Source: an optimization exercise on an open RTL-to-GDS flow (aim: small area and a short achievable clock period). Production flows keep margins and buffers that such runs may drop.
Only simulation tests tie the RTL to the original design; equivalence was not proved.
No activity file was given, so power comes from the tool's default toggle rates.

Setup of old:
==> flow/design.v <==
`timescale 1ns/1ps
module packet_router #(
  parameter integer PATH_COUNT = 4,
  parameter integer DATA_WIDTH = 64
)(
  input   wire                                  iClk,
  input   wire                                  iRst,
  input   wire                                  iPktValid,
  input   wire  [DATA_WIDTH-1:0]                iPktData,
  output  wire  [DATA_WIDTH-1:0]                oData,
  output  wire  [PATH_COUNT-1:0]                oDataVld,
  input   wire  [PATH_COUNT-1:0] [31:0]         iRegMatchCriteria
);
reg  [3:0]            occ [0:3];  
reg  [3:0]            wp  [0:3];  
reg  [3:0]            rp  [0:3];  
reg  [DATA_WIDTH-1:0] mem [0:15];  
reg  [3:0]            sel;
reg  [DATA_WIDTH-1:0] dataOut;
reg  [3:0]            dataOutVld;
wire [3:0] wr;
genvar q, k;
generate
  for (q = 0; q < 4; q = q + 1) begin : g_wr
    assign wr[q] = iPktValid & (iRegMatchCriteria[q][31:28] == iPktData[DATA_WIDTH-1:DATA_WIDTH-4]);
  end
endgenerate
wire [3:0] ne = {occ[3][0], occ[2][0], occ[1][0], occ[0][0]};
wire [3:0] rd = sel & ne;
wire [DATA_WIDTH-1:0] head [0:3];
generate
  for (q = 0; q < 4; q = q + 1) begin : g_head
    assign head[q] = ({DATA_WIDTH{rp[q][0]}} & mem[4*q+0])
                   | ({DATA_WIDTH{rp[q][1]}} & mem[4*q+1])
                   | ({DATA_WIDTH{rp[q][2]}} & mem[4*q+2])
                   | ({DATA_WIDTH{rp[q][3]}} & mem[4*q+3]);
  end
endgenerate
wire [DATA_WIDTH-1:0] rdata = ({DATA_WIDTH{sel[0]}} & head[0])
                            | ({DATA_WIDTH{sel[1]}} & head[1])
                            | ({DATA_WIDTH{sel[2]}} & head[2])
                            | ({DATA_WIDTH{sel[3]}} & head[3]);
wire [3:0] ne_nxt;
generate
  for (q = 0; q < 4; q = q + 1) begin : g_q
    assign ne_nxt[q] = wr[q] | occ[q][1] | (occ[q][0] & ~sel[q]);
    always @(posedge iClk) begin
      if (iRst) begin
        occ[q] <= 4'b0000;
        wp[q]  <= 4'b0001;
        rp[q]  <= 4'b0001;
      end else begin
        if (wr[q] & ~rd[q])
          occ[q] <= {occ[q][2:0], 1'b1};
        else if (rd[q] & ~wr[q])
          occ[q] <= {1'b0, occ[q][3:1]};
        if (wr[q]) wp[q] <= {wp[q][2:0], wp[q][3]};
        if (rd[q]) rp[q] <= {rp[q][2:0], rp[q][3]};
      end
    end
    wire wfree = ~occ[q][3] | sel[q];
    for (k = 0; k < 4; k = k + 1) begin : g_slot
      always @(posedge iClk) begin
        if (wp[q][k] && wfree)
          mem[4*q+k] <= iPktData;
      end
    end
  end
endgenerate
wire [3:0] n = ne_nxt;
reg  [3:0] sel_nxt;
integer p, j;
always @(*) begin
  for (j = 0; j < 4; j = j + 1) begin
    sel_nxt[j] = 1'b0;
    for (p = 0; p < 4; p = p + 1) begin
      case ((j - p) & 3)
        1: sel_nxt[j] = sel_nxt[j] | (sel[p] & (n[j] | ~(n[(p+2)&3] | n[(p+3)&3] | n[p])));
        2: sel_nxt[j] = sel_nxt[j] | (sel[p] & n[j] & ~n[(p+1)&3]);
        3: sel_nxt[j] = sel_nxt[j] | (sel[p] & n[j] & ~n[(p+1)&3] & ~n[(p+2)&3]);
        default: sel_nxt[j] = sel_nxt[j] | (sel[p] & n[j] & ~n[(p+1)&3] & ~n[(p+2)&3] & ~n[(p+3)&3]);
      endcase
    end
  end
end
always @(posedge iClk) begin
  if (iRst) begin
    sel        <= 4'b0010;
    dataOutVld <= 4'd0;
  end else begin
    sel        <= sel_nxt;
    dataOutVld <= rd;
  end
  dataOut <= rdata;
end
assign oData    = dataOut;
assign oDataVld = dataOutVld;
endmodule
make LEC_CHECK=0 CAP_MARGIN=20 CORE_MARGIN=2 CORE_UTILIZATION=60 SETUP_SLACK_MARGIN=3.0 SLEW_MARGIN=20 TNS_END_PERCENT=25 finish   # period 5.0 ns
run.sh (not shown) runs the stock make flow with config.mk's settings and CLKGATE_MAP_FILE= SYNTH_SCRIPT=/design/flow/synth_recipe.tcl, a recipe that flattens the netlist after the stock synthesis.
old went all the way through the flow, and no timing, DRC or antenna check failed.
Here is what was changed in the inputs of new compared with old.
- setting CTS_CLUSTER_SIZE to 25 for the first time
- setting CTS_CLUSTER_DIAMETER to 80 for the first time
Findings:
Every run in the comparison, old and new, completed the flow with a clean layout. new vs old, reported net switching power went down by 610 uW. Re critical path depth: old and new aren't equal, and the higher value belongs to new. Re sum of met2 wire segment lengths after detailed routing: old and new aren't equal, and the higher value belongs to old. From new to old, final-report max-slew violation count did not move at all. Run comparison: new critical setup path kind reg2reg; old critical setup path kind reg2out. new vs old on sum of internal, switching and leakage power: new is the lower one. new -> old: sequential cell area flat. Critical path required time ended up 1.26 ns higher on new than on old. Compared new vs old, and flip-flop and latch share of the layout cell area is up in new. Relative to old, the number of levels the H-tree was split into of new is lower by 1.

packet_router, a different RTL version from the one above (not shown whole).
Size: ~1100 flip-flops.
Design packet_router, start of the top module:
module packet_router #(
  parameter integer PATH_COUNT = 4,
  parameter integer DATA_WIDTH = 64
)(
  input   wire                                  iClk,
  input   wire                                  iRst,
  input   wire                                  iPktValid,
  input   wire  [DATA_WIDTH-1:0]                iPktData,
  output  wire  [DATA_WIDTH-1:0]                oData,
  output  wire  [PATH_COUNT-1:0]                oDataVld,
  input   wire  [PATH_COUNT-1:0] [31:0]         iRegMatchCriteria
);
==> flow/config.mk <==
export PLATFORM = sky130hd
export DESIGN_NAME = packet_router
export DESIGN_NICKNAME = packet_router
export VERILOG_FILES = /design/flow/design.v
export SDC_FILE = /design/flow/constraint.sdc
export NUM_CORES = 4
export LEC_CHECK = 0
export CAP_MARGIN = 20
export CORE_MARGIN = 2
export CORE_UTILIZATION = 60
export SETUP_SLACK_MARGIN = 3.0
export SLEW_MARGIN = 20
export TNS_END_PERCENT = 5
==> flow/constraint.sdc <==
create_clock -name core_clock -period 5.0 [get_ports {iClk}]
set_input_delay 1.0000 -clock core_clock [delete_from_list [all_inputs] [get_ports {iClk}]]
set_output_delay 1.0000 -clock core_clock [all_outputs]
set_load 0.01 [all_outputs]
Edit:
TNS_END_PERCENT = 25   (was 5)
=>
- The changed run ran to the end with no violations
- wire length grows by 3.1%
- global-route usage grows by 1.1 points
- cell count grows by 0.56%
- combinational power grows by about 7%
- design area is about the same

Another version of the RTL of packet_router (not shown whole).
Size in the first run: roughly 2200 cells after synthesis, ~1200 flip-flops, about 260 I/O pins, roughly 41000 sq um of cells after synthesis.
export LEC_CHECK = 0
export CAP_MARGIN = 20
export CORE_MARGIN = 2
export CORE_UTILIZATION = 60
export CTS_CLUSTER_DIAMETER = 100
export CTS_CLUSTER_SIZE = 30
export SETUP_SLACK_MARGIN = 3.0
export SLEW_MARGIN = 20
export TNS_END_PERCENT = 25
create_clock -name core_clock -period 5.0 [get_ports {iClk}]
standard.sh (not shown) runs the stock make flow with config.mk's settings and CLKGATE_MAP_FILE= SYNTH_SCRIPT=/design/flow/synth_recipe.tcl, a recipe that flattens the netlist after the stock synthesis.
==> flow/flow/run.sh <==
#!/bin/bash
# Layout flow: the standard ORFS flow (standard.sh, unchanged synthesis,
# floorplan, placement, CTS and routing), with the smallest buffer given to
# buffer_ports for the port buffers; timing repair still resizes them.
cp standard.sh standard_sh.log
export BUFFER_PORTS_ARGS="-buffer_cell sky130_fd_sc_hd__buf_1"
bash standard.sh > standard.log 2>&1
==> next run, changes <==
Settings changed: CTS_CLUSTER_DIAMETER 100 to 80, CTS_CLUSTER_SIZE 30 to 25, SETUP_SLACK_MARGIN 3.0 to 2.9.
Outcome:
- setup slack loses 40 ps
- critical path depth does not change
- hold slack is worse by 4.8 ps
- total power climbs by a few percent
- sequential cell count stays the same
- first-iteration DRC count shrinks by roughly a tenth
==> next run, changes <==
==> flow/run.sh (new file) <==
#!/bin/bash
# synth_recipe.tcl (not shown) runs the flow's synth.tcl, then flattens the netlist and writes it again
# the make line also repeats each setting of config.mk as NAME=value (left out here)
make -C /OpenROAD-flow-scripts/flow DESIGN_CONFIG=/design/flow/config.mk WORK_HOME=/design/flow/orfs CLKGATE_MAP_FILE= SYNTH_SCRIPT=/design/flow/synth_recipe.tcl finish
Settings changed: CORE_UTILIZATION 60 to 70, SETUP_SLACK_MARGIN 2.9 to 3.0.
removed: flow/flow/run.sh
removed: flow/standard.sh
The new run passed the timing, design-rule and antenna checks.
Die area came out lower by about a fifth.
Count of clock-buffer cells in the layout came out lower by 3.
Cell count came out lower slightly.
Cell area came out higher slightly.
Area after synthesis is unchanged.
Routed wire length came out lower slightly.
Hold slack got worse by 3.2 ps.
==> next run, changes <==
Settings changed: CORE_UTILIZATION 70 to 60, SETUP_SLACK_MARGIN 3.0 to 3.2, TNS_END_PERCENT 25 to 40.
Fmax is about the same.
Clock power came out higher by about 2%.
Synthesized cell count does not change.
Cell area rises by 2.9%.
Core utilization drops by 9.3 points.
Clock-buffer cell count went up by 3.
Via count rose by 1.1%.
Total power went up by 1.4%.
==> next run, changes <==
==> flow/flow/run.sh (new file) <==
#!/bin/bash
# Layout flow: the standard ORFS flow (standard.sh, unchanged synthesis,
# floorplan, placement, CTS and routing), with the smallest buffer given to
# buffer_ports for the port buffers; timing repair still resizes them.
cp standard.sh standard_sh.log
export BUFFER_PORTS_ARGS="-buffer_cell sky130_fd_sc_hd__buf_1"
bash standard.sh > standard.log 2>&1
==> flow/standard.sh (new file) <==
#!/bin/bash
# synth_recipe.tcl (not shown) runs the flow's synth.tcl, then flattens the netlist and writes it again
# the make line also repeats each setting of config.mk as NAME=value (left out here)
make -C /OpenROAD-flow-scripts/flow DESIGN_CONFIG=/design/flow/config.mk WORK_HOME=/design/flow/orfs CLKGATE_MAP_FILE= SYNTH_SCRIPT=/design/flow/synth_recipe.tcl "${@:-finish}"
Settings changed: SETUP_SLACK_MARGIN 3.2 to 3.0, TNS_END_PERCENT 40 to 25.
removed: flow/run.sh
What happened:
- design area decreases by 3.8%
- global-route usage decreases by 1.1 points
- worst setup slack barely changes
==> next run, changes <==
==> flow/run.sh (new file) <==
#!/bin/bash
# synth_recipe.tcl (not shown) runs the flow's synth.tcl, then flattens the netlist and writes it again
# the make line also repeats each setting of config.mk as NAME=value (left out here)
make -C /OpenROAD-flow-scripts/flow DESIGN_CONFIG=/design/flow/config.mk WORK_HOME=/design/flow/orfs CLKGATE_MAP_FILE= SYNTH_SCRIPT=/design/flow/synth_recipe.tcl finish
removed: flow/flow/run.sh
removed: flow/standard.sh
What happened: Total power barely changes. Cell area is higher slightly. Global-route usage decreases by 0.39 points. Flip-flop and latch count does not change. Routed wire length is lower slightly. Via count fell slightly. Maximum frequency hardly moves. First-iteration DRC count is lower by a little under a tenth. Sequential power is about the same.

-- port drivers added, routing unchanged --
Ports are ideal in the flow. The routed layouts listed here were re-timed in OpenROAD. Step 1 assumes that a clkbuf_16 drives the clock port and a buf_2 every other input. Step 2 adds t to the input delays and takes it off the output delays; t is the mean of the earliest and latest rising clock arrival at the registers after step 1. Input paths then give back, and output paths get back, about the clock's delay inside the block. Slacks: ideal ports / drivers / drivers and shift; pairs: ideal ports / drivers.
run	t, ns	setup slack, ns	hold slack, ns	worst setup path after step 2	cell pins on the clock port's net
old	0.728	2.835 / 2.767 / 2.261	0.531 / 0.531 / 0.531	input to register	1
new	0.708	2.821 / 2.782 / 2.272	0.540 / 0.540 / 0.540	input to register	1
the first run of note 2	0.738	2.656 / 2.581 / 1.843	0.521 / 0.521 / 0.521	input to register	1
the second run of note 2	0.730	2.677 / 2.554 / 1.823	0.538 / 0.538 / 0.538	input to register	1
the first run of note 3	0.676	2.873 / 2.809 / 2.225	0.488 / 0.488 / 0.488	input to register	1
the second run of note 3	0.700	2.833 / 2.768 / 2.181	0.483 / 0.483 / 0.483	input to register	1
the third run of note 3	0.704	2.841 / 2.776 / 2.222	0.480 / 0.480 / 0.480	input to register	1
the fourth run of note 3	0.706	2.844 / 2.778 / 2.234	0.476 / 0.476 / 0.476	input to register	1
the fifth run of note 3	0.712	2.847 / 2.781 / 2.188	0.486 / 0.486 / 0.486	input to register	1
the sixth run of note 3	0.709	2.844 / 2.777 / 2.210	0.478 / 0.478 / 0.478	input to register	1
After both steps setup and hold are still met in every run listed. For the second run of note 2, which loses most, drivers alone change the setup slack by -0.123 ns; drivers and shift together by -0.854 ns.
